This is an optimization exercise on Yosys and OpenROAD, whose aim is small area, not a production implementation. Function was checked by simulation only, so behaviour that the tests miss may differ from the original.

## flow/design.v (module list and top-level ports; edited modules follow where they fit)
// module ResonantLowPassFilter: 2312 lines
// module rlpf_fa: 4 lines
// module rlpf_ha: 4 lines
// module rlpf_xnor: 3 lines
// module rlpf_or: 3 lines
module ResonantLowPassFilter(
    input clk,
    input signed [15:0] audio_in,
    input signed [15:0] cutoff,
    input signed [15:0] resonance,
    input signed [15:0] gain,
    input reset_n,
    output reg signed [15:0] filtered_audio
);
  // ...
==> flow/run.sh <==
#!/bin/bash
# synth_recipe.tcl (not shown) runs the flow's synth.tcl, then flattens the netlist and writes it again
# the make line also repeats each setting of config.mk as NAME=value (left out here)
make -C /OpenROAD-flow-scripts/flow DESIGN_CONFIG=/design/flow/config.mk WORK_HOME=/design/flow/orfs CLKGATE_MAP_FILE= SYNTH_SCRIPT=/design/flow/synth_recipe.tcl finish
==> flow/config.mk <==
export PLATFORM = sky130hd
export DESIGN_NAME = ResonantLowPassFilter
export DESIGN_NICKNAME = ResonantLowPassFilter
export VERILOG_FILES = /design/flow/design.v
export SDC_FILE = /design/flow/constraint.sdc
export NUM_CORES = 4
export LEC_CHECK = 0
export ABC_AREA = 1
export CAP_MARGIN = 20
export CORE_MARGIN = 2
export CORE_UTILIZATION = 60
export CTS_BUF_LIST = sky130_fd_sc_hd__clkbuf_4 sky130_fd_sc_hd__clkbuf_8
export SLEW_MARGIN = 20
export SYNTH_HIERARCHICAL = 1
==> flow/constraint.sdc <==
create_clock -name core_clock -period 7.0 [get_ports {clk}]
set_input_delay 1.4000 -clock core_clock [delete_from_list [all_inputs] [get_ports {clk}]]
set_output_delay 1.4000 -clock core_clock [all_outputs]
set_load 0.01 [all_outputs]
==> Implementation_results.wiki, run 1 <==
{| class="wikitable"
! Metric !! Value
|-
| Outcome || timing/DRC/antenna clean
|-
| Class of the tightest hold or removal check || register to register
|-
| Post-detail-place hpwl || around 28000 um
|-
| Vias per cell || a little over 6
|-
| Highest fanout seen on the critical path || 9
|-
| Unrepaired setup endpoints after global routing || false
|-
| Standard-cell row count || 56
|-
| Skew-Pair Late Insertion Delay || 0.40 ns
|-
| Max cap viols || 0
|-
| Post-DR wirelength/cell || 19.8 um
|-
| Startpoint of the worst setup timing path || gain[2]
|-
| Fraction of registers with async set or reset after synthesis || around 67%
|-
| Cell with the most instances after synthesis || sky130_fd_sc_hd__xor2_1
|-
| Net count of the finished layout || between 1500 and 2000
|-
| Main flop type after synthesis || sky130_fd_sc_hd__dfrtp_1
|-
| Register clock-pin slew on the reported worst setup and hold paths || ~0.1 ns
|-
| Max transition margin || 46.3%
|-
| Global-route met3 utilization || under 10%
|-
| Post-synthesis share of cell area spent on full adders, half adders and majority gates || between 30 and 40%
|-
| Met1 Usage GRT || approximately 44%
|-
| Met3 wire length || between 2000 and 3000 um
|-
| Routed length on met1 || around 16000 um
|-
| Nature of the critical path startpoint || input port
|-
| Clock period minus worst slack || 6.44 ns
|-
| Syn avg cell area || roughly 9 sq um
|-
| Total of plain and repair buffers excluding clock buffers || around 120
|}
==> run 2: changes to the inputs <==
==> flow/flow/run.sh (new file) <==
#!/bin/bash
# The standard layout, with the smallest buffer on the ports and power (size) recovery after global routing.
set -euo pipefail
bash standard.sh "BUFFER_PORTS_ARGS=-buffer_cell sky130_fd_sc_hd__buf_1" RECOVER_POWER=100 finish > standard_flow.log 2>&1
==> flow/standard.sh (new file) <==
#!/bin/bash
# synth_recipe.tcl (not shown) runs the flow's synth.tcl, then flattens the netlist and writes it again
# the make line also repeats each setting of config.mk as NAME=value (left out here)
make -C /OpenROAD-flow-scripts/flow DESIGN_CONFIG=/design/flow/config.mk WORK_HOME=/design/flow/orfs CLKGATE_MAP_FILE= SYNTH_SCRIPT=/design/flow/synth_recipe.tcl "${@:-finish}"
--- a/flow/config.mk
+++ b/flow/config.mk
@@ -8,7 +8,7 @@
 export ABC_AREA = 1
 export CAP_MARGIN = 20
 export CORE_MARGIN = 2
-export CORE_UTILIZATION = 60
+export CORE_UTILIZATION = 75
 export CTS_BUF_LIST = sky130_fd_sc_hd__clkbuf_4 sky130_fd_sc_hd__clkbuf_8
 export SLEW_MARGIN = 20
 export SYNTH_HIERARCHICAL = 1
removed: flow/run.sh
==> Implementation_results.wiki, run 2 <==
{| class="wikitable"
! Metric !! Value
|-
| Cell with the most instances after synthesis || sky130_fd_sc_hd__xor2_1
|-
| Hold buffer count at cts || 0
|-
| Number of buffer and inverter instances along the worst setup path || 2
|-
| Data arrival time at the worst-slack endpoint || approximately 6.8 ns
|-
| Maximum number of pins on one net before global-route repair || 65
|-
| Setup CP Type || register to register
|-
| Outcome || failed layout checks
|-
| Unrepaired setup endpoints after global routing || false
|-
| Family of cells with the greatest summed delay on the critical path || adder cells
|-
| Highest fanout seen on the critical path || 17 (+8)
|-
| Number of antenna violations at the first check in global routing || 0
|-
| Critical path required time || between 7 and 8 ns
|-
| Worst Setup Slack post-DPL || between 0.15 and 0.2 ns
|-
| Max cap viols || 1 (+1)
|-
| Area overhead of the layout relative to synthesis || 4.00%
|-
| Final-report setup violation count || 0
|-
| Startpoint of the worst setup timing path || state[13]
|-
| Total Neg Setup Slack || 0 ns
|-
| Most used cells in the layout excluding fill and tap cells || sky130_fd_sc_hd__xor2_1, sky130_fd_sc_hd__o22ai_1, sky130_fd_sc_hd__fa_1
|-
| Register clock-pin slew on the reported worst setup and hold paths || 0.11 ns (about the same)
|-
| Total CTS buffers || 9
|-
| CTS tree || built
|-
| Post-detail-place hpwl || 27500 um (-3.0%)
|-
| Layout violations || max-capacitance violations, max-slew violations
|-
| EDFF count, synth || 0
|-
| Cell area after synthesis || 14200 sq um
|-
| Number of H-tree levels || 3
|-
| Most frequent standard cell in the layout excluding fill and tap cells || sky130_fd_sc_hd__xor2_1
|-
| Portion of synthesized cell area occupied by the leading cell type || 26.8%
|-
| Final Max Slew Viols || between 60 and 70
|-
| Remaining routing DRC violations || 0
|-
| Top Ports || 82
|-
| Number of register bits inferred by synthesis || between 90 and 100
|-
| End of the worst register-to-register path || sum_reg[13]
|-
| Capturing element type of the critical path || register
|-
| R2r setup slk || ~0.52 ns
|-
| Die Footprint || approximately 20000 sq um
|-
| Max transition margin || -128% (-170 points)
|-
| Skew-Pair Late Insertion Delay || 0.40 ns (about the same)
|-
| Total area of sequential cells || between 2000 and 2500 sq um
|-
| Register-to-Register Path Depth || 25
|-
| Final instance count without filler cells || 1791
|-
| Instance count of the mapped netlist || about 1500
|-
| Worst Slack Setup Final || roughly 0.52 ns
|-
| TritonCTS Sinks || 96
|-
| Top cells by instance count after synthesis || sky130_fd_sc_hd__xor2_1, sky130_fd_sc_hd__o22ai_1, sky130_fd_sc_hd__fa_1
|-
| Post-DR wirelength/cell || 20.9 um (+6.0%)
|-
| Worst path most repeated cell || sky130_fd_sc_hd__nand2_1
|-
| FF-to-FF Start || state[13]
|-
| Area used by multi-input combinational logic || 11000 sq um
|-
| Count of unique library cells instantiated by Yosys || 39
|-
| Yosys warns || 7
|-
| Aggregate global-route resource usage || about two fifths
|-
| Clock tree skew after final layout || between 0.01 and 0.015 ns
|-
| Post-route cell area || roughly 15000 sq um
|-
| Syn avg cell area || 9.23 sq um (unchanged)
|-
| Standard-cell row count || 50 (-11%)
|-
| Via count of the first global-routing pass || about 12000
|-
| Post-CTS resize count || 0
|-
| Worst-margin pin slew || roughly 3.4 ns
|-
| Last weighted congestion value of the routability-driven placer || between 0.9 and 1
|-
| End point of the critical path || sum_reg[13]
|-
| Fraction of registers with async set or reset after synthesis || 66.7% (unchanged)
|-
| Leading cell types by total area after synthesis || sky130_fd_sc_hd__fa_1, sky130_fd_sc_hd__xor2_1, sky130_fd_sc_hd__o22ai_1
|-
| Height of the die || between 100 and 150 um
|-
| Area after DPL || 14600 sq um
|-
| Maximum operating frequency || around 150 MHz
|-
| Overall die width || 142 um
|-
| Post-DRT Antenna Nets || 0
|-
| Number of iterations in the first detailed-routing pass || 6
|-
| Vias per cell || 6.70 (+9.3%)
|-
| Routed wire length || approximately 38000 um
|-
| Nature of the critical path startpoint || register
|-
| Cell count along the critical path || 25
|-
| Total instance count after detailed placement || 1775
|-
| Initial cell density of the core || about 76%
|-
| # port buffers || 80
|-
| Via count of the routed design || approximately 12000
|-
| Std-Cell Core Area || ~19000 sq um
|-
| Net count of the finished layout || 1921 (-0.36%)
|-
| Remaining Overflow, GRT || 0
|-
| Post-CTS setup buffer count || 0
|-
| Final cycle utilization of the critical path || approximately 90%
|-
| Post-synthesis net count || 1908
|-
| Global-route wire length before repair || ~61000 um
|-
| Antenna diodes || 0
|-
| Library cell occupying the most area in the post-synthesis netlist || sky130_fd_sc_hd__fa_1
|-
| Cell with the largest stage delay on the worst path || sky130_fd_sc_hd__dfrtp_2
|-
| Register area share after synthesis || 15.9%
|-
| Final-report hold violation count || 0
|-
| Class of the tightest hold or removal check || register to register
|-
| Count of routing violations after the opening detailed-route iteration || between 1000 and 1500
|-
| Fill cell total of the finished layout || around 1300
|-
| Clock period minus worst slack || 6.48 ns (+0.0369 ns)
|-
| Cell at the root of the clock tree || sky130_fd_sc_hd__clkbuf_8
|-
| Final core occ || 79.2%
|-
| Maximum cell stage delay along the critical path || between 0.6 and 0.7 ns
|-
| Fraction of final layout cells with drive strength greater than 1 || under 10%
|-
| Longest Clk Path Bufs || 2
|-
| Main flop type after synthesis || sky130_fd_sc_hd__dfrtp_1
|}
-- run 2: cell counts after synthesis --
Identical to the previous run, type by type.
-- run 2: worst min path at each step --
stage / startpoint / to / slack, ns / cells after the start
6_report: sum_reg[2] / filtered_audio[2] / 0.36 / 0
3_5_place_dp: sum_reg[15] / filtered_audio[15] / 0.34 / 0
4_1_cts: sum_reg[1] / filtered_audio[1] / 0.36 / 0
5_1_grt: sum_reg[3] / filtered_audio[3] / 0.36 / 0
2_1_floorplan: sum_reg[0] / filtered_audio[0] / 0.33 / 0
3_3_place_gp: sum_reg[12] / filtered_audio[12] / 0.33 / 0
-- run 2: cell families (layout without fill, tap and decap cells) --
logic type / Yosys count / count (layout) / share of synthesized area, %
buffers and inverters: 243 / 261 / 6.69
and+or+nand+nor: 279 / 279 / 8.69
adders and majority gates: 303 / 303 / 36.7
AOI/OAI and AO/OA: 331 / 331 / 14.3
xor gates and xnor gates: 287 / 287 / 17.7
DFF: 96 / 96 / 15.9
-- run 2: per-stage QoR --
| step | hold slack, ns |
|---|---|
| 5_1_grt | 0.363 |
| 4_1_cts | 0.359 |
| 6_report | 0.356 |
| 2_1_floorplan | 0.331 |
| 3_5_place_dp | 0.336 |
| 3_3_place_gp | 0.331 |
-- run 2: cell type report --
| class | instances | area share [%] |
|---|---|---|
| Sequential cell | 96 | 15.4 |
| Multi-Input combinational cell | 1200 | 74.3 |
| Tap cell | 234 | 1.98 |
| Clock inverter | 6 | 0.364 |
| Clock buffer | 10 | 0.889 |
| Timing Repair Buffer | 115 | 3.80 |
| Inverter | 130 | 3.34 |
-- run 2: Yosys stat by module (local to each module, per instance) --
module,cell area (sq um),flip-flops and latches,cells,copies in the design
rlpf_fa,20.0,0,1,190
ResonantLowPassFilter,9360,96,1266,1
rlpf_ha,12.5,0,1,83
-- run 2: routing by layer --
metal / vias up / track usage (%) / wire length [um]
met5: - / 0 / 0
met4: 0 / 15.8 / 1730
met3: 178 / 8.50 / 4140
met2: 846 / 61.1 / 17400
met1: 5766 / 52.8 / 14300
li1: 5215 / - / -
==> run 3: changes to the inputs <==
--- a/flow/config.mk
+++ b/flow/config.mk
@@ -8,7 +8,7 @@
 export ABC_AREA = 1
 export CAP_MARGIN = 20
 export CORE_MARGIN = 2
-export CORE_UTILIZATION = 75
+export CORE_UTILIZATION = 60
 export CTS_BUF_LIST = sky130_fd_sc_hd__clkbuf_4 sky130_fd_sc_hd__clkbuf_8
 export SLEW_MARGIN = 20
 export SYNTH_HIERARCHICAL = 1
==> Implementation_results.wiki, run 3 <==
{| class="wikitable"
! Metric !! Value
|-
| Clock period minus worst slack || 6.49 ns (+0.0140 ns)
|-
| Top cells by instance count after synthesis || sky130_fd_sc_hd__xor2_1, sky130_fd_sc_hd__o22ai_1, sky130_fd_sc_hd__fa_1
|-
| Final-report hold violation count || 0 (unchanged)
|-
| Fill cell total of the finished layout || 2027 (+55%)
|-
| Count of routing violations after the opening detailed-route iteration || 863 (-36%)
|-
| Instance count of the mapped netlist || 1539 (unchanged)
|-
| Overall die width || 158 um (+11%)
|-
| CTS tree || built
|-
| Max transition margin || -128% (-0.24 points)
|-
| Last weighted congestion value of the routability-driven placer || 0.875 (-7.0%)
|-
| Remaining routing DRC violations || 0 (unchanged)
|-
| Leading cell types by total area after synthesis || sky130_fd_sc_hd__fa_1, sky130_fd_sc_hd__xor2_1, sky130_fd_sc_hd__o22ai_1
|-
| Max cap viols || 1 (unchanged)
|-
| Final cycle utilization of the critical path || 92.8% (+0.20 points)
|-
| Net count of the finished layout || 1919 (-0.10%)
|-
| Min-delay src || sum_reg[1]
|-
| Global-route wire length before repair || 60300 um (-1.2%)
|-
| TritonCTS Sinks || 96 (unchanged)
|-
| Std-Cell Core Area || 23300 sq um (+25%)
|-
| Antenna diodes || 0 (unchanged)
|-
| Maximum number of pins on one net before global-route repair || 65 (unchanged)
|-
| Number of register bits inferred by synthesis || 96 (unchanged)
|-
| Final-report setup violation count || 0 (unchanged)
|-
| Initial cell density of the core || 60.9% (-15 points)
|-
| Class of the tightest hold or removal check || register to register
|-
| Capturing element type of the critical path || register
|-
| Global routing usage on met2 || 47.9% (-13 points)
|-
| R2r setup slk || 0.51 ns (about the same)
|-
| Vias per cell || 5.98 (-11%)
|-
| Register area share after synthesis || 15.9% (unchanged)
|-
| Post-CTS resize count || 0 (unchanged)
|-
| Register-to-Register Path Depth || 24 (-4.0%)
|-
| Outcome || failed layout checks
|-
| Hold buffer count at cts || 0 (unchanged)
|-
| Layout violations || max-capacitance violations, max-slew violations
|-
| End of the worst register-to-register path || sum_reg[2]
|-
| Setup CP Type || register to register
|-
| Die Footprint || 24900 sq um (+24%)
|-
| EDFF count, synth || 0 (unchanged)
|-
| Routed wire length || 36800 um (-1.8%)
|-
| Count of unique library cells instantiated by Yosys || 39 (unchanged)
|-
| Fraction of registers with async set or reset after synthesis || 66.7% (unchanged)
|-
| Total Neg Setup Slack || 0 ns (unchanged)
|-
| Most used cells in the layout excluding fill and tap cells || sky130_fd_sc_hd__xor2_1, sky130_fd_sc_hd__o22ai_1, sky130_fd_sc_hd__fa_1
|-
| Unrepaired setup endpoints after global routing || false
|-
| Global-route met3 utilization || 5.06% (-3.4 points)
|-
| Post-detail-place hpwl || 28300 um (+2.8%)
|-
| Worst-margin pin slew || 3.42 ns (+0.00357 ns)
|-
| Standard-cell row count || 56 (+12%)
|-
| Top Ports || 82 (unchanged)
|-
| Register clock-pin slew on the reported worst setup and hold paths || 0.12 ns (about the same)
|-
| Total area of sequential cells || 2270 sq um (unchanged)
|-
| Data arrival time at the worst-slack endpoint || 6.81 ns (+0.06 ns)
|-
| # port buffers || 80 (unchanged)
|-
| Met1 Usage GRT || 44.9% (-7.9 points)
|-
| Cell area after synthesis || 14200 sq um (unchanged)
|-
| Syn avg cell area || 9.23 sq um (unchanged)
|-
| Number of antenna violations at the first check in global routing || 0 (unchanged)
|-
| Post-CTS setup buffer count || 0 (unchanged)
|-
| Highest fanout seen on the critical path || 32 (+15)
|-
| Final Max Slew Viols || 65 (unchanged)
|-
| Longest Clk Path Bufs || 2 (unchanged)
|-
| Cell at the root of the clock tree || sky130_fd_sc_hd__clkbuf_8
|-
| Yosys warns || 7 (unchanged)
|-
| Worst Hold Endpoint || filtered_audio[1]
|-
| Area overhead of the layout relative to synthesis || 4.77%
|-
| Post-DRT Antenna Nets || 0 (unchanged)
|-
| Area used by multi-input combinational logic || 11000 sq um (-0.11%)
|-
| Library cell occupying the most area in the post-synthesis netlist || sky130_fd_sc_hd__fa_1
|-
| Most congested layer reported by global routing || met2
|-
| Maximum operating frequency || 154 MHz (-0.22%)
|-
| Skew-Pair Late Insertion Delay || 0.40 ns (about the same)
|-
| Number of iterations in the first detailed-routing pass || 5 (-1)
|-
| Via count of the first global-routing pass || 11200 (-6.5%)
|-
| Clock tree skew after final layout || 0.0224 ns (+0.00781 ns)
|-
| Post-DR wirelength/cell || 19.7 um (-6.1%)
|-
| Final core occ || 63.8% (-15 points)
|-
| Fraction of final layout cells with drive strength greater than 1 || 6.30% (-0.18 points)
|-
| Post-synthesis net count || 1908 (unchanged)
|-
| Remaining Overflow, GRT || 0 (unchanged)
|-
| Cell with the most instances after synthesis || sky130_fd_sc_hd__xor2_1
|-
| Hold path depth || 0 (unchanged)
|-
| Portion of synthesized cell area occupied by the leading cell type || 26.8% (unchanged)
|-
| Via count of the routed design || 11200 (-6.7%)
|-
| Critical path required time || 7.31 ns (+0.04 ns)
|-
| Nature of the critical path startpoint || register
|-
| Most frequent standard cell in the layout excluding fill and tap cells || sky130_fd_sc_hd__xor2_1
|-
| FF-to-FF Start || state[1]
|-
| Aggregate global-route resource usage || 31.2% (-7.6 points)
|-
| Height of the die || 158 um (+11%)
|-
| Number of H-tree levels || 3 (unchanged)
|-
| Total CTS buffers || 9 (unchanged)
|-
| Main flop type after synthesis || sky130_fd_sc_hd__dfrtp_1
|}
[run 3: per-layer routing]
metal	share of wire, %	vias up
met1	44	5466
met3	6.7	83
met2	46	453
li1	-	5197
met4	3.3	0
met5	0	-
[run 3: layout make-up]
cell class | count | area share [%]
clock buffer | 9 | 0.832
sequential | 96 | 15.3
clock inverter | 7 | 0.647
inverter | 130 | 3.31
tap | 319 | 2.68
multi-input combinational | 1200 | 73.6
timing repair buffer | 113 | 3.64
[run 3: through the flow]
step	hold slack, ns	setup slack, ns	instances	cell area [sq um]
final	0.357	0.506	1874	14900
after global routing	0.368	0.0345	1874	14900
after CTS	0.361	0.570	1874	14900
after detailed placement	0.336	0.609	1858	14700
after global placement	0.331	0.687	1858	14700
after floorplan	0.331	1.34	1539	14200
[run 3: logic make-up after synthesis]
logic type / synth area share (%)
compound gates: 14.3
fa+ha+maj: 36.7
xor+xnor: 17.7
simple gates: 8.69
buf+inv: 6.69
flops: 15.9
[run 3: worst max-delay path by stage]
| stage | end | slack [ns] | startpoint | cells after the start |
|---|---|---|---|---|
| floorplan | sum_reg[11] | 1.34 | state[9] | 28 |
| global placement | sum_reg[14] | 0.69 | state[1] | 26 |
| detailed placement | sum_reg[2] | 0.61 | state[1] | 24 |
| CTS | sum_reg[2] | 0.57 | state[1] | 24 |
| global route | sum_reg[2] | 0.03 | state[1] | 24 |
| finish | sum_reg[2] | 0.51 | state[1] | 24 |
[run 3: Yosys stat by module (local to each module, per instance)]
module                 flops+latches  copies in the design
rlpf_fa                            0                   190
rlpf_ha                            0                    83
ResonantLowPassFilter             96                     1
[run 3: critical path: stages (launching register included)]
cell                       delay [ns]
sky130_fd_sc_hd__dfrtp_1         0.75
sky130_fd_sc_hd__nand2_2         0.18
sky130_fd_sc_hd__nand2_4         0.36
sky130_fd_sc_hd__inv_2           0.09
sky130_fd_sc_hd__o21ai_0         0.25
sky130_fd_sc_hd__xor2_1          0.35
sky130_fd_sc_hd__fa_1            0.51
sky130_fd_sc_hd__fa_1            0.45
sky130_fd_sc_hd__fa_1            0.53
sky130_fd_sc_hd__fa_1            0.42
sky130_fd_sc_hd__ha_1            0.35
sky130_fd_sc_hd__nand2_1         0.08
sky130_fd_sc_hd__nor2_1          0.04
sky130_fd_sc_hd__a211oi_1        0.29
sky130_fd_sc_hd__o221a_2         0.26
sky130_fd_sc_hd__nand2_2         0.08
sky130_fd_sc_hd__nand2_1         0.06
sky130_fd_sc_hd__nand2_1         0.08
sky130_fd_sc_hd__nand2_1         0.07
sky130_fd_sc_hd__nand2_1         0.06
sky130_fd_sc_hd__ha_1            0.18
sky130_fd_sc_hd__nor2_1          0.13
sky130_fd_sc_hd__xor2_1          0.24
sky130_fd_sc_hd__nand2_1         0.36
sky130_fd_sc_hd__o21ai_0         0.20
==> run 4: changes to the inputs <==
==> flow/flow/run.sh (replaced) <==
#!/bin/bash
# The standard layout, with the smallest buffer on the ports.
set -euo pipefail
bash standard.sh "BUFFER_PORTS_ARGS=-buffer_cell sky130_fd_sc_hd__buf_1" finish > standard_flow.log 2>&1
--- a/flow/config.mk
+++ b/flow/config.mk
@@ -8,7 +8,7 @@
 export ABC_AREA = 1
 export CAP_MARGIN = 20
 export CORE_MARGIN = 2
-export CORE_UTILIZATION = 60
+export CORE_UTILIZATION = 75
 export CTS_BUF_LIST = sky130_fd_sc_hd__clkbuf_4 sky130_fd_sc_hd__clkbuf_8
 export SLEW_MARGIN = 20
 export SYNTH_HIERARCHICAL = 1
==> Implementation_results.wiki, run 4 <==
{| class="wikitable"
! Metric !! Value
|-
| Maximum number of pins on one net before global-route repair || 65 (unchanged)
|-
| Number of antenna violations at the first check in global routing || 0 (unchanged)
|-
| Library cell occupying the most area in the post-synthesis netlist || sky130_fd_sc_hd__fa_1
|-
| Longest Clk Path Bufs || 2 (unchanged)
|-
| Skew-Pair Late Insertion Delay || 0.40 ns (about the same)
|-
| Register clock-pin slew on the reported worst setup and hold paths || 0.11 ns (about the same)
|-
| Last weighted congestion value of the routability-driven placer || 0.941 (+7.6%)
|-
| Net count of the finished layout || 1921 (+0.10%)
|-
| Max cap viols || 0 (-1)
|-
| Remaining routing DRC violations || 0 (unchanged)
|-
| Final cycle utilization of the critical path || 92.2% (-0.54 points)
|-
| Most used cells in the layout excluding fill and tap cells || sky130_fd_sc_hd__xor2_1, sky130_fd_sc_hd__o22ai_1, sky130_fd_sc_hd__fa_1
|-
| Count of unique library cells instantiated by Yosys || 39 (unchanged)
|-
| Nature of the critical path startpoint || register
|-
| EDFF count, synth || 0 (unchanged)
|-
| Height of the die || 142 um (-10%)
|-
| Number of H-tree levels || 3 (unchanged)
|-
| CTS tree || built
|-
| Number of iterations in the first detailed-routing pass || 6 (+1)
|-
| Top cells by instance count after synthesis || sky130_fd_sc_hd__xor2_1, sky130_fd_sc_hd__o22ai_1, sky130_fd_sc_hd__fa_1
|-
| Vias per cell || 6.69 (+12%)
|-
| Die Footprint || 20100 sq um (-20%)
|-
| Aggregate global-route resource usage || 38.8% (+7.6 points)
|-
| Post-DR wirelength/cell || 20.9 um (+6.6%)
|-
| Cell with the most instances after synthesis || sky130_fd_sc_hd__xor2_1
|-
| Overall die width || 142 um (-10%)
|-
| Post-synthesis net count || 1908 (unchanged)
|-
| Total instance count after detailed placement || 1775 (-4.5%)
|-
| Outcome || timing/DRC/antenna clean
|-
| Cell at the root of the clock tree || sky130_fd_sc_hd__clkbuf_8
|-
| Count of routing violations after the opening detailed-route iteration || 1386 (+61%)
|-
| Final-report setup violation count || 0 (unchanged)
|-
| Fraction of registers with async set or reset after synthesis || 66.7% (unchanged)
|-
| Hold buffer count at cts || 0 (unchanged)
|-
| Remaining Overflow, GRT || 0 (unchanged)
|-
| Leading cell types by total area after synthesis || sky130_fd_sc_hd__fa_1, sky130_fd_sc_hd__xor2_1, sky130_fd_sc_hd__o22ai_1
|-
| Global-route wire length before repair || 61100 um (+1.2%)
|-
| Maximum operating frequency || 155 MHz (+0.58%)
|-
| Final instance count without filler cells || 1791 (-4.4%)
|-
| Highest fanout seen on the critical path || 17 (-47%)
|-
| Syn avg cell area || 9.23 sq um (unchanged)
|-
| Worst-margin pin slew || 0.825 ns (-2.59 ns)
|-
| Cell area after synthesis || 14200 sq um (unchanged)
|-
| Unrepaired setup endpoints after global routing || false
|-
| Clock tree skew after final layout || 0.0149 ns (-0.00747 ns)
|-
| Post-DRT Antenna Nets || 0 (unchanged)
|-
| Fraction of final layout cells with drive strength greater than 1 || 7.51% (+1.2 points)
|-
| Initial cell density of the core || 76.2% (+15 points)
|-
| Capturing element type of the critical path || register
|-
| Critical path required time || 7.27 ns (-0.04 ns)
|-
| Most frequent standard cell in the layout excluding fill and tap cells || sky130_fd_sc_hd__xor2_1
|-
| Std-Cell Core Area || 18600 sq um (-20%)
|-
| Max transition margin || 45.0% (+170 points)
|-
| Data arrival time at the worst-slack endpoint || 6.73 ns (-0.08 ns)
|-
| Yosys warns || 7 (unchanged)
|-
| Number of register bits inferred by synthesis || 96 (unchanged)
|-
| Final core occ || 79.5% (+16 points)
|-
| Register area share after synthesis || 15.9% (unchanged)
|-
| Setup CP Type || register to register
|-
| Final Max Slew Viols || 0 (-100%)
|-
| # port buffers || 80 (unchanged)
|-
| Portion of synthesized cell area occupied by the leading cell type || 26.8% (unchanged)
|-
| Total CTS buffers || 9 (unchanged)
|-
| Instance count of the mapped netlist || 1539 (unchanged)
|-
| Total Neg Setup Slack || 0 ns (unchanged)
|-
| TritonCTS Sinks || 96 (unchanged)
|-
| Class of the tightest hold or removal check || register to register
|-
| Via count of the routed design || 12000 (+6.9%)
|-
| Standard-cell row count || 50 (-11%)
|-
| Top Ports || 82 (unchanged)
|-
| Antenna diodes || 0 (unchanged)
|-
| Area overhead of the layout relative to synthesis || 4.41%
|-
| Routed wire length || 37500 um (+1.8%)
|-
| Via count of the first global-routing pass || 12000 (+7.0%)
|-
| Clock period minus worst slack || 6.46 ns (-0.0376 ns)
|-
| Post-detail-place hpwl || 27500 um (-2.7%)
|-
| Main flop type after synthesis || sky130_fd_sc_hd__dfrtp_1
|-
| Final-report hold violation count || 0 (unchanged)
|}
## run 4: cell counts after synthesis
Identical to the previous run, type by type.
## run 4: cell type report
cell class	count	area, sq um
fill	1288	3810
clock inverter	6	53.8
multi-input combinational	1200	11000
clock buffer	10	131
inverter	130	493
tap	234	293
sequential	96	2270
timing repair buffer	115	564
## run 4: routing by layer
| layer | vias up | global-route usage (%) | share of wire, % |
|---|---|---|---|
| li1 | 5211 | - | - |
| met1 | 5720 | 52.8 | 38 |
| met2 | 884 | 61.1 | 47 |
| met3 | 159 | 8.50 | 11 |
| met4 | 0 | 15.8 | 4.1 |
| met5 | - | 0 | 0 |
## run 4: per-stage QoR
stage          area (sq um)  worst slack, ns  hold slack [ns]
2_1_floorplan         14200             1.34            0.331
6_report              14800            0.543            0.356
3_3_place_gp          14600            0.360            0.331
4_1_cts               14800            0.132            0.359
5_1_grt               14800            0.199            0.363
3_5_place_dp          14600            0.164            0.336
## run 4: Yosys stat by module (local to each module, per instance)
module,flip-flops and latches,cells inside
rlpf_ha,0,1
ResonantLowPassFilter,96,1266
rlpf_fa,0,1
## run 4: what timing repair did
| action | 4_1_cts | 5_1_grt |
|---|---|---|
| buffers inserted | 0 | 0 |
| resized for setup | 0 | 2 |
| setup endpoints to repair | 0 | 7 |
## run 4: logic make-up (layout without fill, tap and decap cells)
kind of cell | Yosys count | in the layout | share of synthesized area, %
XOR/XNOR | 287 | 287 | 17.7
AO/OA/AOI/OAI | 331 | 331 | 14.3
flip-flops | 96 | 96 | 15.9
buffers and inverters | 243 | 261 | 6.69
adder cells (fa/ha/maj) | 303 | 303 | 36.7
AND/OR/NAND/NOR | 279 | 279 | 8.69
## run 4: worst paths after layout
check                            from                 to  slack (ns)  cells after the start
setup / recovery            state[13]        sum_reg[13]        0.54                     25
hold / removal             sum_reg[2]  filtered_audio[2]        0.36                      0
setup reg to reg            state[13]        sum_reg[13]        0.54                     25
hold reg to reg            sum_reg[2]  filtered_audio[2]        0.36                      0
max in group asynchronous     reset_n           state[9]        5.23                      2
min in group asynchronous     reset_n  filtered_audio[3]        1.15                      2
## run 4: critical path: stages, from the launching register on
cell,delay [ns]
sky130_fd_sc_hd__dfrtp_2,0.63
sky130_fd_sc_hd__inv_1,0.19
sky130_fd_sc_hd__o21ai_4,0.49
sky130_fd_sc_hd__o22ai_1,0.16
sky130_fd_sc_hd__xor2_1,0.20
sky130_fd_sc_hd__fa_1,0.49
sky130_fd_sc_hd__fa_1,0.42
sky130_fd_sc_hd__fa_1,0.54
sky130_fd_sc_hd__fa_1,0.41
sky130_fd_sc_hd__ha_1,0.34
sky130_fd_sc_hd__a21oi_1,0.21
sky130_fd_sc_hd__nor2_1,0.06
sky130_fd_sc_hd__a211oi_1,0.33
sky130_fd_sc_hd__o221a_2,0.27
sky130_fd_sc_hd__nand2_2,0.08
sky130_fd_sc_hd__nand2_1,0.08
sky130_fd_sc_hd__nand2_2,0.06
sky130_fd_sc_hd__nand2_1,0.06
sky130_fd_sc_hd__nand2_1,0.05
sky130_fd_sc_hd__ha_1,0.17
sky130_fd_sc_hd__nor2_1,0.14
sky130_fd_sc_hd__xor2_1,0.12
sky130_fd_sc_hd__nor2_2,0.37
sky130_fd_sc_hd__inv_1,0.27
sky130_fd_sc_hd__nand2_1,0.11
sky130_fd_sc_hd__nand2_1,0.07
==> run 5: changes to the inputs <==
--- a/flow/config.mk
+++ b/flow/config.mk
@@ -8,7 +8,8 @@
 export ABC_AREA = 1
 export CAP_MARGIN = 20
 export CORE_MARGIN = 2
-export CORE_UTILIZATION = 75
+export CORE_UTILIZATION = 60
 export CTS_BUF_LIST = sky130_fd_sc_hd__clkbuf_4 sky130_fd_sc_hd__clkbuf_8
+export CTS_CLUSTER_SIZE = 10
 export SLEW_MARGIN = 20
 export SYNTH_HIERARCHICAL = 1
==> Implementation_results.wiki, run 5 <==
{| class="wikitable"
! Metric !! Value
|-
| Post-DRT Antenna Nets || 0 (unchanged)
|-
| Worst Slack Setup Final || 0.530 ns (-0.0128 ns)
|-
| Top Ports || 82 (unchanged)
|-
| Cell area after synthesis || 14200 sq um (unchanged)
|-
| Final cycle utilization of the critical path || 92.4% (+0.18 points)
|-
| Top cells by instance count after synthesis || sky130_fd_sc_hd__xor2_1, sky130_fd_sc_hd__o22ai_1, sky130_fd_sc_hd__fa_1
|-
| Maximum operating frequency || 155 MHz (-0.20%)
|-
| Total Neg Setup Slack || 0 ns (unchanged)
|-
| Total instance count after detailed placement || 1858 (+4.7%)
|-
| Outcome || timing/DRC/antenna clean
|-
| Aggregate global-route resource usage || 31.2% (-7.6 points)
|-
| Remaining Overflow, GRT || 0 (unchanged)
|-
| Post-detail-place hpwl || 28300 um (+2.8%)
|-
| Longest Clk Path Bufs || 2 (unchanged)
|-
| Total CTS buffers || 9 (unchanged)
|-
| Final instance count without filler cells || 1874 (+4.6%)
|-
| Skew-Pair Late Insertion Delay || 0.40 ns (about the same)
|-
| Capturing element type of the critical path || register
|-
| Initial cell density of the core || 60.9% (-15 points)
|-
| Fraction of registers with async set or reset after synthesis || 66.7% (unchanged)
|-
| Highest fanout seen on the critical path || 32 (+15)
|-
| Final Max Slew Viols || 0 (unchanged)
|-
| Std-Cell Core Area || 23300 sq um (+25%)
|-
| Final-report hold violation count || 0 (unchanged)
|-
| Data arrival time at the worst-slack endpoint || 6.79 ns (+0.06 ns)
|-
| Vias per cell || 6.00 (-10%)
|-
| Max cap viols || 0 (unchanged)
|-
| Net count of the finished layout || 1919 (-0.10%)
|-
| TritonCTS Sinks || 96 (unchanged)
|-
| FF-to-FF Start || state[1]
|-
| Fill cell total of the finished layout || 2016 (+57%)
|-
| Class of the tightest hold or removal check || register to register
|-
| Clock period minus worst slack || 6.47 ns (+0.0128 ns)
|-
| Number of H-tree levels || 3 (unchanged)
|-
| Count of unique library cells instantiated by Yosys || 39 (unchanged)
|-
| Cell with the most instances after synthesis || sky130_fd_sc_hd__xor2_1
|-
| Area overhead of the layout relative to synthesis || 5.23%
|-
| Leading cell types by total area after synthesis || sky130_fd_sc_hd__fa_1, sky130_fd_sc_hd__xor2_1, sky130_fd_sc_hd__o22ai_1
|-
| Register clock-pin slew on the reported worst setup and hold paths || 0.12 ns (about the same)
|-
| Post-synthesis net count || 1908 (unchanged)
|-
| Last weighted congestion value of the routability-driven placer || 0.875 (-7.0%)
|-
| Final-report setup violation count || 0 (unchanged)
|-
| Number of register bits inferred by synthesis || 96 (unchanged)
|-
| End point of the critical path || sum_reg[14]
|-
| R2r setup slk || 0.53 ns (about the same)
|-
| Post-DR wirelength/cell || 19.7 um (-6.1%)
|-
| Via count of the first global-routing pass || 11200 (-6.5%)
|-
| EDFF count, synth || 0 (unchanged)
|-
| Worst-margin pin slew || 0.824 ns (-0.00145 ns)
|-
| Nature of the critical path startpoint || register
|-
| Instance count of the mapped netlist || 1539 (unchanged)
|-
| Register-to-Register Path Depth || 24 (-4.0%)
|-
| Critical path required time || 7.32 ns (+0.05 ns)
|-
| Fraction of final layout cells with drive strength greater than 1 || 7.33% (-0.18 points)
|-
| Area after DPL || 14700 sq um (+0.62%)
|-
| Post-route cell area || 14900 sq um (+0.78%)
|-
| Die Footprint || 24900 sq um (+24%)
|-
| Standard-cell row count || 56 (+12%)
|-
| Number of antenna violations at the first check in global routing || 0 (unchanged)
|-
| Main flop type after synthesis || sky130_fd_sc_hd__dfrtp_1
|-
| Final core occ || 64.1% (-15 points)
|-
| Post-CTS setup buffer count || 0 (unchanged)
|-
| Most frequent standard cell in the layout excluding fill and tap cells || sky130_fd_sc_hd__xor2_1
|-
| Clock tree skew after final layout || 0.0234 ns (+0.00851 ns)
|-
| Height of the die || 158 um (+11%)
|-
| CTS tree || built
|-
| Global-route wire length before repair || 60300 um (-1.2%)
|-
| Hold buffer count at cts || 0 (unchanged)
|-
| Cell at the root of the clock tree || sky130_fd_sc_hd__clkbuf_8
|-
| Overall die width || 158 um (+11%)
|-
| End of the worst register-to-register path || sum_reg[14]
|-
| Setup CP Type || register to register
|-
| Post-CTS resize count || 0 (unchanged)
|-
| Most used cells in the layout excluding fill and tap cells || sky130_fd_sc_hd__xor2_1, sky130_fd_sc_hd__o22ai_1, sky130_fd_sc_hd__fa_1
|-
| Max transition margin || 45.1% (+0.096 points)
|-
| Count of routing violations after the opening detailed-route iteration || 945 (-32%)
|-
| Library cell occupying the most area in the post-synthesis netlist || sky130_fd_sc_hd__fa_1
|-
| Remaining routing DRC violations || 0 (unchanged)
|-
| Register area share after synthesis || 15.9% (unchanged)
|-
| # port buffers || 80 (unchanged)
|-
| Routed wire length || 36900 um (-1.7%)
|-
| Unrepaired setup endpoints after global routing || false
|-
| Maximum number of pins on one net before global-route repair || 65 (unchanged)
|-
| Yosys warns || 7 (unchanged)
|-
| Startpoint of the worst setup timing path || state[1]
|-
| Via count of the routed design || 11200 (-6.1%)
|-
| Antenna diodes || 0 (unchanged)
|-
| Portion of synthesized cell area occupied by the leading cell type || 26.8% (unchanged)
|-
| Worst Setup Slack post-DPL || 0.609 ns (+0.445 ns)
|-
| Syn avg cell area || 9.23 sq um (unchanged)
|-
| Number of iterations in the first detailed-routing pass || 5 (-1)
|}
-- run 5: cell count changes in the layout (fill, tap and decap cells not counted), sizes merged --
cell      previous run  this run
buf                115       113
bufinv               0         1
clkbuf              10         9
clkinvlp             2         1
inv                131       132
-- run 5: kinds of logic (layout without fill, tap and decap cells) --
| kind of cell | Yosys count | count (layout) | synth area share (%) |
|---|---|---|---|
| adder cells (fa/ha/maj) | 303 | 303 | 36.7 |
| XOR/XNOR | 287 | 287 | 17.7 |
| flip-flops | 96 | 96 | 15.9 |
| AO/OA/AOI/OAI | 331 | 331 | 14.3 |
| buffers and inverters | 243 | 259 | 6.69 |
| AND/OR/NAND/NOR | 279 | 279 | 8.69 |
-- run 5: worst min-delay path by stage --
stage	from	endpoint	depth (start not counted)
floorplan	sum_reg[0]	filtered_audio[0]	0
global placement	sum_reg[4]	filtered_audio[4]	0
detailed placement	sum_reg[2]	filtered_audio[2]	0
CTS	sum_reg[1]	filtered_audio[1]	0
global route	sum_reg[5]	filtered_audio[5]	0
finish	sum_reg[1]	filtered_audio[1]	0
-- run 5: per-module statistics from Yosys (local to each module, per instance) --
module | cell area (sq um) | flip-flops and latches
ResonantLowPassFilter | 9360 | 96
rlpf_ha | 12.5 | 0
rlpf_fa | 20.0 | 0
-- run 5: worst max-delay path, stage by stage (launching register included) --
cell and delay (ns):
sky130_fd_sc_hd__dfrtp_1 0.74, sky130_fd_sc_hd__nand2_2 0.18, sky130_fd_sc_hd__nand2_4 0.36, sky130_fd_sc_hd__inv_2 0.09, sky130_fd_sc_hd__o21ai_0 0.25, sky130_fd_sc_hd__xor2_1 0.36, sky130_fd_sc_hd__fa_1 0.51, sky130_fd_sc_hd__fa_1 0.45
sky130_fd_sc_hd__fa_1 0.53, sky130_fd_sc_hd__fa_1 0.42, sky130_fd_sc_hd__ha_1 0.35, sky130_fd_sc_hd__nand2_1 0.08, sky130_fd_sc_hd__nor2_1 0.04, sky130_fd_sc_hd__a211oi_1 0.29, sky130_fd_sc_hd__o221a_2 0.26, sky130_fd_sc_hd__nand2_2 0.08
sky130_fd_sc_hd__nand2_1 0.08, sky130_fd_sc_hd__nand2_2 0.06, sky130_fd_sc_hd__nand2_1 0.06, sky130_fd_sc_hd__nand2_1 0.06, sky130_fd_sc_hd__ha_1 0.18, sky130_fd_sc_hd__nor2_1 0.13, sky130_fd_sc_hd__xor2_1 0.24, sky130_fd_sc_hd__nand2_1 0.35
sky130_fd_sc_hd__o21ai_0 0.21
-- run 5: area by class of cell --
type | count | area (sq um) | area share, %
clock buffers | 9 | 124 | 0.829
repair buffers | 113 | 549 | 3.68
inverters | 130 | 493 | 3.30
multi-input cells | 1200 | 11000 | 73.7
clock inverters | 7 | 96.3 | 0.645
well taps | 319 | 399 | 2.67
flip-flops and latches | 96 | 2270 | 15.2
-- run 5: routing by layer --
metal	vias to the layer above	share of wire, %	track usage [%]
met5	-	0	0
met4	0	3.3	10.8
li1	5197	-	-
met1	5507	44	44.9
met3	86	6.7	5.06
met2	459	46	47.9
-- run 5: through the flow --
stage | hold slack, ns
2_1_floorplan | 0.331
3_3_place_gp | 0.331
3_5_place_dp | 0.336
4_1_cts | 0.361
5_1_grt | 0.368
6_report | 0.359
==> run 6: changes to the inputs <==
--- a/flow/config.mk
+++ b/flow/config.mk
@@ -10,6 +10,5 @@
 export CORE_MARGIN = 2
 export CORE_UTILIZATION = 60
 export CTS_BUF_LIST = sky130_fd_sc_hd__clkbuf_4 sky130_fd_sc_hd__clkbuf_8
-export CTS_CLUSTER_SIZE = 10
 export SLEW_MARGIN = 20
 export SYNTH_HIERARCHICAL = 1
==> Implementation_results.wiki, run 6 <==
{| class="wikitable"
! Metric !! Value
|-
| Outcome || timing/DRC/antenna clean
|-
| FF-to-FF Start || state[1]
|-
| Cell with the most instances after synthesis || sky130_fd_sc_hd__xor2_1
|-
| Worst-margin pin slew || 0.824 ns (unchanged)
|-
| Min-delay src || sum_reg[1]
|-
| Clock period minus worst slack || 6.47 ns (unchanged)
|-
| Last weighted congestion value of the routability-driven placer || 0.875 (unchanged)
|-
| Post-synthesis net count || 1908 (unchanged)
|-
| Register area share after synthesis || 15.9% (unchanged)
|-
| Remaining Overflow, GRT || 0 (unchanged)
|-
| Overall die width || 158 um (unchanged)
|-
| Number of iterations in the first detailed-routing pass || 5 (unchanged)
|-
| Worst Hold Endpoint || filtered_audio[1]
|-
| Total instance count after detailed placement || 1858 (unchanged)
|-
| Antenna diodes || 0 (unchanged)
|-
| Critical-path cell list || nand2_2 > nand2_4 > inv_2 > o21ai_0 > xor2_1 > fa_1 > fa_1 > fa_1 > fa_1 > ha_1 > nand2_1 > nor2_1 > a211oi_1 > o221a_2 > nand2_2 > nand2_1 > nand2_2 > nand2_1 > nand2_1 > ha_1 > nor2_1 > xor2_1 > nand2_1 > o21ai_0
|-
| Hold path depth || 0 (unchanged)
|-
| Unrepaired setup endpoints after global routing || false
|-
| Height of the die || 158 um (unchanged)
|-
| Class of the tightest hold or removal check || register to register
|-
| Remaining routing DRC violations || 0 (unchanged)
|-
| Number of register bits inferred by synthesis || 96 (unchanged)
|-
| Post-CTS setup buffer count || 0 (unchanged)
|-
| Instance count of the mapped netlist || 1539 (unchanged)
|-
| Maximum number of pins on one net before global-route repair || 65 (unchanged)
|-
| Portion of synthesized cell area occupied by the leading cell type || 26.8% (unchanged)
|-
| End of the worst register-to-register path || sum_reg[14]
|-
| Fraction of final layout cells with drive strength greater than 1 || 7.33% (unchanged)
|-
| # port buffers || 80 (unchanged)
|-
| Via count of the routed design || 11200 (unchanged)
|-
| Register-to-Register Path Depth || 24 (unchanged)
|-
| Nature of the critical path startpoint || register
|-
| Most frequent standard cell in the layout excluding fill and tap cells || sky130_fd_sc_hd__xor2_1
|-
| Count of unique library cells instantiated by Yosys || 39 (unchanged)
|-
| Number of H-tree levels || 3 (unchanged)
|-
| Main flop type after synthesis || sky130_fd_sc_hd__dfrtp_1
|-
| Highest fanout seen on the critical path || 32 (unchanged)
|-
| Final-report hold violation count || 0 (unchanged)
|-
| Maximum cell stage delay along the critical path || 0.74 ns (about the same)
|-
| Die Footprint || 24900 sq um (unchanged)
|-
| Final instance count without filler cells || 1874 (unchanged)
|-
| CTS tree || built
|-
| Post-CTS resize count || 0 (unchanged)
|-
| Cell area after synthesis || 14200 sq um (unchanged)
|-
| Yosys warns || 7 (unchanged)
|-
| Count of routing violations after the opening detailed-route iteration || 945 (unchanged)
|-
| Area overhead of the layout relative to synthesis || 5.23% (unchanged)
|-
| Skew-Pair Late Insertion Delay || 0.40 ns (about the same)
|-
| Std-Cell Core Area || 23300 sq um (unchanged)
|-
| EDFF count, synth || 0 (unchanged)
|-
| Number of antenna violations at the first check in global routing || 0 (unchanged)
|-
| Fraction of registers with async set or reset after synthesis || 66.7% (unchanged)
|-
| Setup CP Type || register to register
|-
| Area used by multi-input combinational logic || 11000 sq um (unchanged)
|-
| Via count of the first global-routing pass || 11200 (unchanged)
|-
| Final-report setup violation count || 0 (unchanged)
|-
| Max transition margin || 45.1% (unchanged)
|-
| Net count of the finished layout || 1919 (unchanged)
|-
| Aggregate global-route resource usage || 31.2% (unchanged)
|-
| Register clock-pin slew on the reported worst setup and hold paths || 0.12 ns (about the same)
|-
| Leading cell types by total area after synthesis || sky130_fd_sc_hd__fa_1, sky130_fd_sc_hd__xor2_1, sky130_fd_sc_hd__o22ai_1
|-
| Vias per cell || 6.00 (unchanged)
|-
| Data arrival time at the worst-slack endpoint || 6.79 ns (about the same)
|-
| Longest Clk Path Bufs || 2 (unchanged)
|-
| Final cycle utilization of the critical path || 92.4% (unchanged)
|-
| Post-detail-place hpwl || 28300 um (unchanged)
|-
| Total CTS buffers || 9 (unchanged)
|-
| Maximum operating frequency || 155 MHz (unchanged)
|-
| Syn avg cell area || 9.23 sq um (unchanged)
|-
| Standard-cell row count || 56 (unchanged)
|-
| Post-DR wirelength/cell || 19.7 um (unchanged)
|-
| Total Neg Setup Slack || 0 ns (unchanged)
|-
| Routed wire length || 36900 um (unchanged)
|-
| Top cells by instance count after synthesis || sky130_fd_sc_hd__xor2_1, sky130_fd_sc_hd__o22ai_1, sky130_fd_sc_hd__fa_1
|-
| Library cell occupying the most area in the post-synthesis netlist || sky130_fd_sc_hd__fa_1
|-
| Final Max Slew Viols || 0 (unchanged)
|-
| Total area of sequential cells || 2270 sq um (unchanged)
|-
| Worst path most repeated cell || sky130_fd_sc_hd__nand2_1
|-
| TritonCTS Sinks || 96 (unchanged)
|-
| R2r setup slk || 0.53 ns (about the same)
|-
| Cell at the root of the clock tree || sky130_fd_sc_hd__clkbuf_8
|-
| Top Ports || 82 (unchanged)
|-
| Most used cells in the layout excluding fill and tap cells || sky130_fd_sc_hd__xor2_1, sky130_fd_sc_hd__o22ai_1, sky130_fd_sc_hd__fa_1
|-
| Capturing element type of the critical path || register
|-
| Cell with the largest stage delay on the worst path || sky130_fd_sc_hd__dfrtp_1
|-
| Critical path required time || 7.32 ns (about the same)
|-
| Initial cell density of the core || 60.9% (unchanged)
|-
| Fill cell total of the finished layout || 2016 (unchanged)
|-
| Max cap viols || 0 (unchanged)
|-
| Global-route wire length before repair || 60300 um (unchanged)
|-
| Hold buffer count at cts || 0 (unchanged)
|-
| Post-DRT Antenna Nets || 0 (unchanged)
|-
| Clock tree skew after final layout || 0.0234 ns (unchanged)
|}
## run 6: cell counts after synthesis
No cell type changed its count.
## run 6: cell type report
| class | instances | share of cell area (%) |
|---|---|---|
| Sequential cell | 96 | 15.2 |
| Timing Repair Buffer | 113 | 3.68 |
| Tap cell | 319 | 2.67 |
| Clock inverter | 7 | 0.645 |
| Multi-Input combinational cell | 1200 | 73.7 |
| Inverter | 130 | 3.30 |
| Clock buffer | 9 | 0.829 |
## run 6: worst max-delay path by stage
stage                     depth (start not counted)           to  slack, ns     start
after floorplan                                  28  sum_reg[11]       1.34  state[9]
after global placement                           26  sum_reg[14]       0.69  state[1]
after detailed placement                         24   sum_reg[2]       0.61  state[1]
after CTS                                        24   sum_reg[2]       0.57  state[1]
after global routing                             24   sum_reg[2]       0.05  state[1]
final                                            24  sum_reg[14]       0.53  state[1]
## run 6: metal layers
layer	track usage [%]	up-vias	wire [um]
met5	0	-	0
met4	10.8	0	1200
met3	5.06	86	2490
met2	47.9	459	17000
met1	44.9	5507	16200
li1	-	5197	-
## run 6: cells by family after synthesis
| group | synth area share [%] |
|---|---|
| AO/OA/AOI/OAI | 14.3 |
| XOR/XNOR | 17.7 |
| adder cells (fa/ha/maj) | 36.7 |
| buffers and inverters | 6.69 |
| flip-flops | 15.9 |
| AND/OR/NAND/NOR | 8.69 |
## run 6: modules after synthesis (local to each module, per instance)
module | flip-flops and latches | cells | cell area, sq um
ResonantLowPassFilter | 96 | 1266 | 9360
rlpf_fa | 0 | 1 | 20.0
rlpf_ha | 0 | 1 | 12.5
## run 6: stage by stage
stage                     setup WS (ns)  hold slack [ns]  instance area [sq um]  util (%)
after floorplan                    1.34            0.331                  14200         -
after global placement            0.687            0.331                  14700      63.1
after detailed placement          0.609            0.336                  14700      63.1
after CTS                         0.570            0.361                  14900      64.1
after global routing             0.0481            0.368                  14900      64.1
final                             0.530            0.359                  14900      64.1
## run 6: critical path, delay by kind of cell (launching register included)
kind | cells | cell delay [ns]
adders and majority gates | 6 | 2.44
and+or+nand+nor | 11 | 1.48
AOI/OAI and AO/OA | 4 | 1.01
DFF | 1 | 0.74
xor gates and xnor gates | 2 | 0.60
buffers and inverters | 1 | 0.09
==> run 7: changes to the inputs <==
==> flow/flow/run.sh (replaced) <==
#!/bin/bash
# The standard layout, with the smallest buffer on the ports and a clock
# tree without dummy loads.
set -euo pipefail
bash standard.sh \
  "BUFFER_PORTS_ARGS=-buffer_cell sky130_fd_sc_hd__buf_1" \
  "CTS_ARGS=-sink_clustering_enable -repair_clock_nets -dont_use_dummy_load -buf_list {sky130_fd_sc_hd__clkbuf_4 sky130_fd_sc_hd__clkbuf_8}" \
  finish > standard_flow.log 2>&1
--- a/flow/config.mk
+++ b/flow/config.mk
@@ -9,6 +9,7 @@
 export CAP_MARGIN = 20
 export CORE_MARGIN = 2
 export CORE_UTILIZATION = 60
-export CTS_BUF_LIST = sky130_fd_sc_hd__clkbuf_4 sky130_fd_sc_hd__clkbuf_8
+export GPL_ROUTABILITY_DRIVEN = 0
+export GPL_TIMING_DRIVEN = 0
 export SLEW_MARGIN = 20
 export SYNTH_HIERARCHICAL = 1
==> Implementation_results.wiki, run 7 <==
{| class="wikitable"
! Metric !! Value
|-
| Min-delay src || sum_reg[12]
|-
| Number of H-tree levels || 3 (unchanged)
|-
| Highest fanout seen on the critical path || 10 (-69%)
|-
| Area overhead of the layout relative to synthesis || 6.55%
|-
| Register area share after synthesis || 15.9% (unchanged)
|-
| Final cycle utilization of the critical path || 93.2% (+0.81 points)
|-
| Post-DRT Antenna Nets || 0 (unchanged)
|-
| Remaining routing DRC violations || 0 (unchanged)
|-
| Antenna diodes || 0 (unchanged)
|-
| Syn avg cell area || 9.23 sq um (unchanged)
|-
| Net count of the finished layout || 1999 (+4.2%)
|-
| FF-to-FF Start || state[13]
|-
| Library cell occupying the most area in the post-synthesis netlist || sky130_fd_sc_hd__fa_1
|-
| Count of unique library cells instantiated by Yosys || 39 (unchanged)
|-
| Fraction of final layout cells with drive strength greater than 1 || 6.51% (-0.82 points)
|-
| Startpoint of the worst setup timing path || state[13]
|-
| Portion of synthesized cell area occupied by the leading cell type || 26.8% (unchanged)
|-
| Fill cell total of the finished layout || 2009 (-0.35%)
|-
| Area used by multi-input combinational logic || 11000 sq um (+0.18%)
|-
| Max transition margin || 40.1% (-5.0 points)
|-
| Hold buffer count at cts || 0 (unchanged)
|-
| Longest Clk Path Bufs || 2 (unchanged)
|-
| Final Max Slew Viols || 0 (unchanged)
|-
| Final-report hold violation count || 0 (unchanged)
|-
| Std-Cell Core Area || 23300 sq um (unchanged)
|-
| Number of iterations in the first detailed-routing pass || 8 (+3)
|-
| Final core occ || 64.9% (+0.80 points)
|-
| Maximum cell stage delay along the critical path || 0.52 ns (-0.22 ns)
|-
| Initial cell density of the core || 60.9% (unchanged)
|-
| Unrepaired setup endpoints after global routing || false
|-
| Instance count of the mapped netlist || 1539 (unchanged)
|-
| Post-synthesis net count || 1908 (unchanged)
|-
| TritonCTS Sinks || 96 (unchanged)
|-
| Outcome || timing/DRC/antenna clean
|-
| Total area of sequential cells || 2270 sq um (about the same)
|-
| Most used cells in the layout excluding fill and tap cells || sky130_fd_sc_hd__xor2_1, sky130_fd_sc_hd__o22ai_1, sky130_fd_sc_hd__fa_1
|-
| Total CTS buffers || 9 (unchanged)
|-
| Vias per cell || 6.01 (about the same)
|-
| Count of routing violations after the opening detailed-route iteration || 1158 (+23%)
|-
| Cell area after synthesis || 14200 sq um (unchanged)
|-
| Critical path required time || 7.27 ns (-0.05 ns)
|-
| Cell count along the critical path || 31 (+29%)
|-
| Maximum number of pins on one net before global-route repair || 32 (-51%)
|-
| # port buffers || 80 (unchanged)
|-
| Worst path most repeated cell || sky130_fd_sc_hd__nand2_1
|-
| Aggregate global-route resource usage || 34.1% (+2.9 points)
|-
| Family of cells with the greatest summed delay on the critical path || adder cells
|-
| Setup CP Type || register to register
|-
| Register clock-pin slew on the reported worst setup and hold paths || 0.12 ns (about the same)
|-
| Standard-cell row count || 56 (unchanged)
|-
| Remaining Overflow, GRT || 0 (unchanged)
|-
| Main flop type after synthesis || sky130_fd_sc_hd__dfrtp_1
|-
| Number of buffer and inverter instances along the worst setup path || 5 (+4)
|-
| Register-to-Register Path Depth || 31 (+29%)
|-
| Skew-Pair Late Insertion Delay || 0.39 ns (about the same)
|-
| Cell at the root of the clock tree || sky130_fd_sc_hd__clkbuf_8
|-
| End of the worst register-to-register path || sum_reg[11]
|-
| Capturing element type of the critical path || register
|-
| Number of antenna violations at the first check in global routing || 0 (unchanged)
|-
| EDFF count, synth || 0 (unchanged)
|-
| Global-route wire length before repair || 64400 um (+6.7%)
|-
| Fraction of registers with async set or reset after synthesis || 66.7% (unchanged)
|-
| Clock period minus worst slack || 6.53 ns (+0.0565 ns)
|-
| Routed wire length || 40100 um (+8.8%)
|-
| R2r setup slk || 0.47 ns (-0.06 ns)
|-
| Top cells by instance count after synthesis || sky130_fd_sc_hd__xor2_1, sky130_fd_sc_hd__o22ai_1, sky130_fd_sc_hd__fa_1
|-
| Leading cell types by total area after synthesis || sky130_fd_sc_hd__fa_1, sky130_fd_sc_hd__xor2_1, sky130_fd_sc_hd__o22ai_1
|-
| Yosys warns || 7 (unchanged)
|-
| Post-detail-place hpwl || 33400 um (+18%)
|-
| Nature of the critical path startpoint || register
|-
| Via count of the routed design || 11700 (+4.0%)
|-
| Final-report setup violation count || 0 (unchanged)
|-
| Number of register bits inferred by synthesis || 96 (unchanged)
|-
| Most frequent standard cell in the layout excluding fill and tap cells || sky130_fd_sc_hd__xor2_1
|-
| Top Ports || 82 (unchanged)
|-
| Data arrival time at the worst-slack endpoint || 6.80 ns (about the same)
|-
| Height of the die || 158 um (unchanged)
|-
| Cell with the largest stage delay on the worst path || sky130_fd_sc_hd__fa_1
|-
| Maximum operating frequency || 153 MHz (-0.86%)
|-
| Hold WS || 0.339 ns (-0.0194 ns)
|-
| Worst-margin pin slew || 0.898 ns (+0.0744 ns)
|-
| Post-DR wirelength/cell || 20.6 um (+4.7%)
|-
| CTS tree || built
|-
| Class of the tightest hold or removal check || register to register
|-
| Die Footprint || 24900 sq um (unchanged)
|-
| Max cap viols || 0 (unchanged)
|-
| End point of the critical path || sum_reg[11]
|-
| Via count of the first global-routing pass || 11800 (+5.1%)
|-
| Overall die width || 158 um (unchanged)
|-
| Cell with the most instances after synthesis || sky130_fd_sc_hd__xor2_1
|-
| Clock tree skew after final layout || 0.0354 ns (+0.0120 ns)
|}
==> run 7: final cells by class <==
cell class | instances | area share (%)
inverters | 130 | 3.26
flip-flops and latches | 96 | 15.0
multi-input cells | 1200 | 72.9
repair buffers | 83 | 2.31
well taps | 319 | 2.64
clock buffers | 9 | 0.819
plain buffers | 110 | 3.08
==> run 7: cells by family after synthesis <==
family,after synthesis,synth area share [%]
DFF,96,15.9
buffers and inverters,243,6.69
AOI/OAI and AO/OA,331,14.3
and+or+nand+nor,279,8.69
adders and majority gates,303,36.7
xor gates and xnor gates,287,17.7
==> run 7: what timing repair did <==
action,4_1_cts,5_1_grt
setup buffers,0,1
pin swaps,0,1
endpoints found under the setup margin,10,15
gates resized for setup,6,36
==> run 7: how the worst min path moves through the flow <==
| stage | endpoint | slack [ns] | depth (start not counted) |
|---|---|---|---|
| CTS | filtered_audio[12] | 0.34 | 0 |
| global placement | filtered_audio[13] | 0.33 | 0 |
| floorplan | filtered_audio[0] | 0.33 | 0 |
| global route | filtered_audio[0] | 0.34 | 0 |
| finish | filtered_audio[12] | 0.34 | 0 |
| detailed placement | filtered_audio[0] | 0.34 | 0 |
==> run 7: through the flow <==
| step | worst slack [ns] | cells | area (sq um) | setup TNS, ns |
|---|---|---|---|---|
| finish | 0.474 | 1947 | 15100 | 0 |
| global route | 0.0128 | 1947 | 15100 | 0 |
| CTS | 0.0190 | 1948 | 15100 | 0 |
| detailed placement | -0.304 | 1940 | 14900 | -2.05 |
| global placement | -0.271 | 1938 | 14900 | -1.68 |
| floorplan | 1.34 | 1539 | 14200 | 0 |
==> run 7: per-module statistics from Yosys (local to each module, per instance) <==
module                 cell area (sq um)  flops+latches  cells
rlpf_fa                             20.0              0      1
ResonantLowPassFilter               9360             96   1266
rlpf_ha                             12.5              0      1
==> run 7: worst reg2reg max path, delay by kind of cell, from the launching register on <==
family	cells	cell delay, ns
AOI/OAI and AO/OA	2	0.38
DFF	1	0.50
and+or+nand+nor	16	1.82
buffers and inverters	5	0.99
adders and majority gates	6	2.38
xor gates and xnor gates	2	0.37
==> run 7: metal layers <==
metal | wire (um) | GRT usage, %
met2 | 18300 | 53.6
met3 | 3750 | 7.04
met4 | 1500 | 12.1
met5 | 0 | 0
met1 | 16600 | 47.0

## re-timing with driven ports
The results above use ideal ports. As a check the final layouts listed here were re-extracted and re-timed, cells and wires unchanged.
Step 1 sets driving cells, clkbuf_16 on the clock port and buf_2 on the other inputs (assumed; they add their load-dependent delay and slew).
Step 2, shift: input delay + t, output delay - t, t = (earliest + latest rising clock arrival at the registers) / 2. This alone moves slack from input paths to output paths.
Slacks: ideal ports / drivers / drivers and shift; pairs: ideal ports / drivers.
run	shift t [ns]	setup WS [ns]	worst hold slack (ns)	slew at the worst register clock pin (ns)
run 1	0.434	0.557 / 0.579 / 0.144	0.357 / 0.357 / 0.357	0.12 / 0.12
run 2	0.434	0.520 / 0.520 / 0.409	0.356 / 0.356 / 0.356	0.11 / 0.11
run 3	0.434	0.506 / 0.506 / 0.506	0.357 / 0.357 / 0.357	0.12 / 0.12
run 4	0.435	0.543 / 0.543 / 0.451	0.356 / 0.356 / 0.356	0.11 / 0.11
run 5	0.434	0.530 / 0.530 / 0.530	0.359 / 0.359 / 0.359	0.12 / 0.12
run 6	0.434	0.530 / 0.530 / 0.530	0.359 / 0.359 / 0.359	0.12 / 0.12
run 7	0.421	0.474 / 0.474 / 0.474	0.339 / 0.339 / 0.339	0.12 / 0.12
For run 1, which loses most, drivers alone change the setup slack by +0.022 ns; drivers and shift together by -0.413 ns.
